Context: an optimization exercise on an open-source flow, tuned for small area, a short achievable clock period and few clock cycles per item. The choices shown serve that exercise and are no tape-out recipe. RTL that was checked went through simulation tests only; none was proved equivalent to the original. No activity file was given, so power comes from the tool's default toggle rates.

==> module kadai4, before the edit <==
module kadai4 (
    input CLK,
    input RST,
    input [7:0] A,
    input [7:0] B,
    input ACK,
    input START,
    input HALT,
    output [15:0] X,
    output X_VALID,
    output REQ_AB
);
reg [15:0] r0, r1, r2, r3, r4, r5, r6, r7;
reg [22:0] e;
reg inp;             
reg outp;            
reg req;             
reg [2:0] cnt;       
reg [2:0] w;         
reg req_o;           
reg vld;             
wire abort = RST | HALT;
wire acc = req & ACK;
wire [22:0] part;
wire [15:0] prod;
mult_s1 ml1 (
    .a(r5[15:8]),
    .b(r5[7:0]),
    .e(part)
);
mult_s2 ml2 (
    .a(r6[15:8]),
    .b(r6[7:0]),
    .e(e),
    .x(prod)
);
always @(posedge CLK) begin
    r0 <= acc ? {A, B} : r6;
    r1 <= r0;
    r2 <= r1;
    r3 <= r2;
    r4 <= r3;
    r5 <= r4;
    r6 <= r5;
    e <= part;
    r7 <= prod;
end
wire idle = !inp && !outp;
wire cnt7 = (cnt == 3'd7);
wire [2:0] cnt_up = cnt + 3'd1;
wire [2:0] cnt_hold = idle ? 3'd0 : outp ? cnt_up : cnt;
wire [2:0] cnt_acc = idle ? 3'd0 : (outp || req) ? cnt_up : cnt;
wire req_nack = !abort && (inp ? (!req && w == 3'd1) : (idle && START));
wire req_ack = !abort && (inp ? (req ? !cnt7 : w == 3'd1) : (idle && START));
wire last = inp && req && cnt7;
wire inp_nack = !abort && (inp || (idle && START));
wire inp_ack = inp_nack && !last;
wire outp_nack = !abort && outp && !cnt7;
wire outp_ack = !abort && ((outp && !cnt7) || last);
always @(posedge CLK) begin
    cnt <= ACK ? cnt_acc : cnt_hold;
    w <= (req && !ACK) ? 3'd6 : w - 3'd1;
    req <= ACK ? req_ack : req_nack;
    inp <= ACK ? inp_ack : inp_nack;
    outp <= ACK ? outp_ack : outp_nack;
    req_o <= !abort && (inp ? (acc ? !cnt7 : (!req && w == 3'd1)) : (!outp && START));
    vld <= !abort && (inp ? (acc && cnt7) : (outp && !cnt7));
end
assign X = r7;
assign X_VALID = vld;
assign REQ_AB = req_o;
endmodule    
==> flow/config.mk <==
export PLATFORM = sky130hd
export DESIGN_NAME = kadai4
export DESIGN_NICKNAME = kadai4
export VERILOG_FILES = /design/flow/design.v
export SDC_FILE = /design/flow/constraint.sdc
export NUM_CORES = 4
export LEC_CHECK = 0
export ABC_AREA = 1
export ABC_CLOCK_PERIOD_IN_PS = 2000
export CAP_MARGIN = 20
export CORE_MARGIN = 2
export CORE_UTILIZATION = 40
export CTS_BUF_LIST = sky130_fd_sc_hd__clkbuf_8
export CTS_CLUSTER_DIAMETER = 100
export CTS_CLUSTER_SIZE = 30
export SETUP_SLACK_MARGIN = 3.0
export SLEW_MARGIN = 20
==> flow/constraint.sdc <==
create_clock -name core_clock -period 5.0 [get_ports {CLK}]
set_input_delay 1.0000 -clock core_clock [delete_from_list [all_inputs] [get_ports {CLK}]]
set_output_delay 1.0000 -clock core_clock [all_outputs]
set_load 0.01 [all_outputs]
standard.sh (not shown) runs the stock make flow with config.mk's settings and CLKGATE_MAP_FILE= SYNTH_SCRIPT=/design/flow/synth_recipe.tcl, a recipe that flattens the netlist after the stock synthesis.
==> flow/flow/run.sh <==
#!/bin/bash
# The standard layout, with Yosys's full-adder extraction left out (the adder
# trees are mapped by ABC from plain gates instead of sky130 fa/ha cells),
# plain buffers on the ports, and no dummy loads in the clock tree.
set -euo pipefail
bash standard.sh ADDER_MAP_FILE= \
  "BUFFER_PORTS_ARGS=-buffer_cell sky130_fd_sc_hd__buf_2" \
  "CTS_ARGS=-sink_clustering_enable -repair_clock_nets -dont_use_dummy_load -sink_clustering_size 30 -sink_clustering_max_diameter 100 -buf_list sky130_fd_sc_hd__clkbuf_8" \
  finish > flow.log 2>&1
Testbench counts at the start, summed over its fixed seeds: cycles 3,264, items 1,536.
Edit:
--- a/flow/design.v
+++ b/flow/design.v
@@ -267,13 +267,30 @@
 always @(posedge CLK) begin
     cnt <= ACK ? cnt_acc : cnt_hold;
     w <= (req && !ACK) ? 3'd6 : w - 3'd1;
     req <= ACK ? req_ack : req_nack;
     inp <= ACK ? inp_ack : inp_nack;
     outp <= ACK ? outp_ack : outp_nack;
-    req_o <= !abort && (inp ? (acc ? !cnt7 : (!req && w == 3'd1)) : (!outp && START));
-    vld <= !abort && (inp ? (acc && cnt7) : (outp && !cnt7));
+    if (abort) begin
+        req_o <= 1'b0;
+        vld <= 1'b0;
+    end else if (inp) begin
+        if (acc) begin
+            if (cnt7) begin
+                req_o <= 1'b0;
+                vld <= 1'b1;
+            end
+        end else if (req_o) begin
+            req_o <= 1'b0;
+        end else if (w == 3'd1) begin
+            req_o <= 1'b1;
+        end
+    end else if (outp) begin
+        if (cnt7) vld <= 1'b0;
+    end else if (START) begin
+        req_o <= 1'b1;
+    end
 end
 assign X = r7;
 assign X_VALID = vld;
 assign REQ_AB = req_o;
 endmodule    
Critical path depth does not change.
Wire length decreases slightly.
Worst setup slack got worse by 0.024 ns.
Utilization decreases by 0.27 points.
Sequential cell count stays the same.
Design area decreases slightly.
Power decreases slightly.
First-iteration DRC count increases by about a fifth.
Count of clock-buffer cells in the layout stays the same.
Fmax decreases slightly.
Die area stays flat.
Register-to-register slack got worse by 0.07 ns.
Via count stays flat.
Only the layout flow was run in the second run of this note; the RTL was not checked for function there.

[port drivers added, routing unchanged]
The flow's constraints put no driver on any port. The routed layouts listed below were extracted and timed again, unchanged, in two steps.
Step 1 assumes that a clkbuf_16 drives the clock port and a buf_2 every other input.
Step 2 adds t to the input delays and takes it off the output delays; t is the mean of the earliest and latest rising clock arrival at the registers after step 1. Input paths then give back, and output paths get back, about the clock's delay inside the block.
a / b / c = no drivers / after step 1 / after step 2; a / b = the first two.
run	t, ns	slack for setup (ns)	hold slack, ns	latest minus earliest clock arrival (ns)	slew at the worst register clock pin (ns)
the first run	0.468	3.093 / 3.058 / 2.920	0.313 / 0.313 / 0.313	0.033 / 0.033	0.09 / 0.09
the second run	0.465	3.069 / 3.034 / 2.899	0.315 / 0.315 / 0.315	0.034 / 0.034	0.09 / 0.09
After both steps setup and hold are still met in every run listed. For the first run, which loses most, drivers alone change the setup slack by -0.035 ns; drivers and shift together by -0.173 ns.
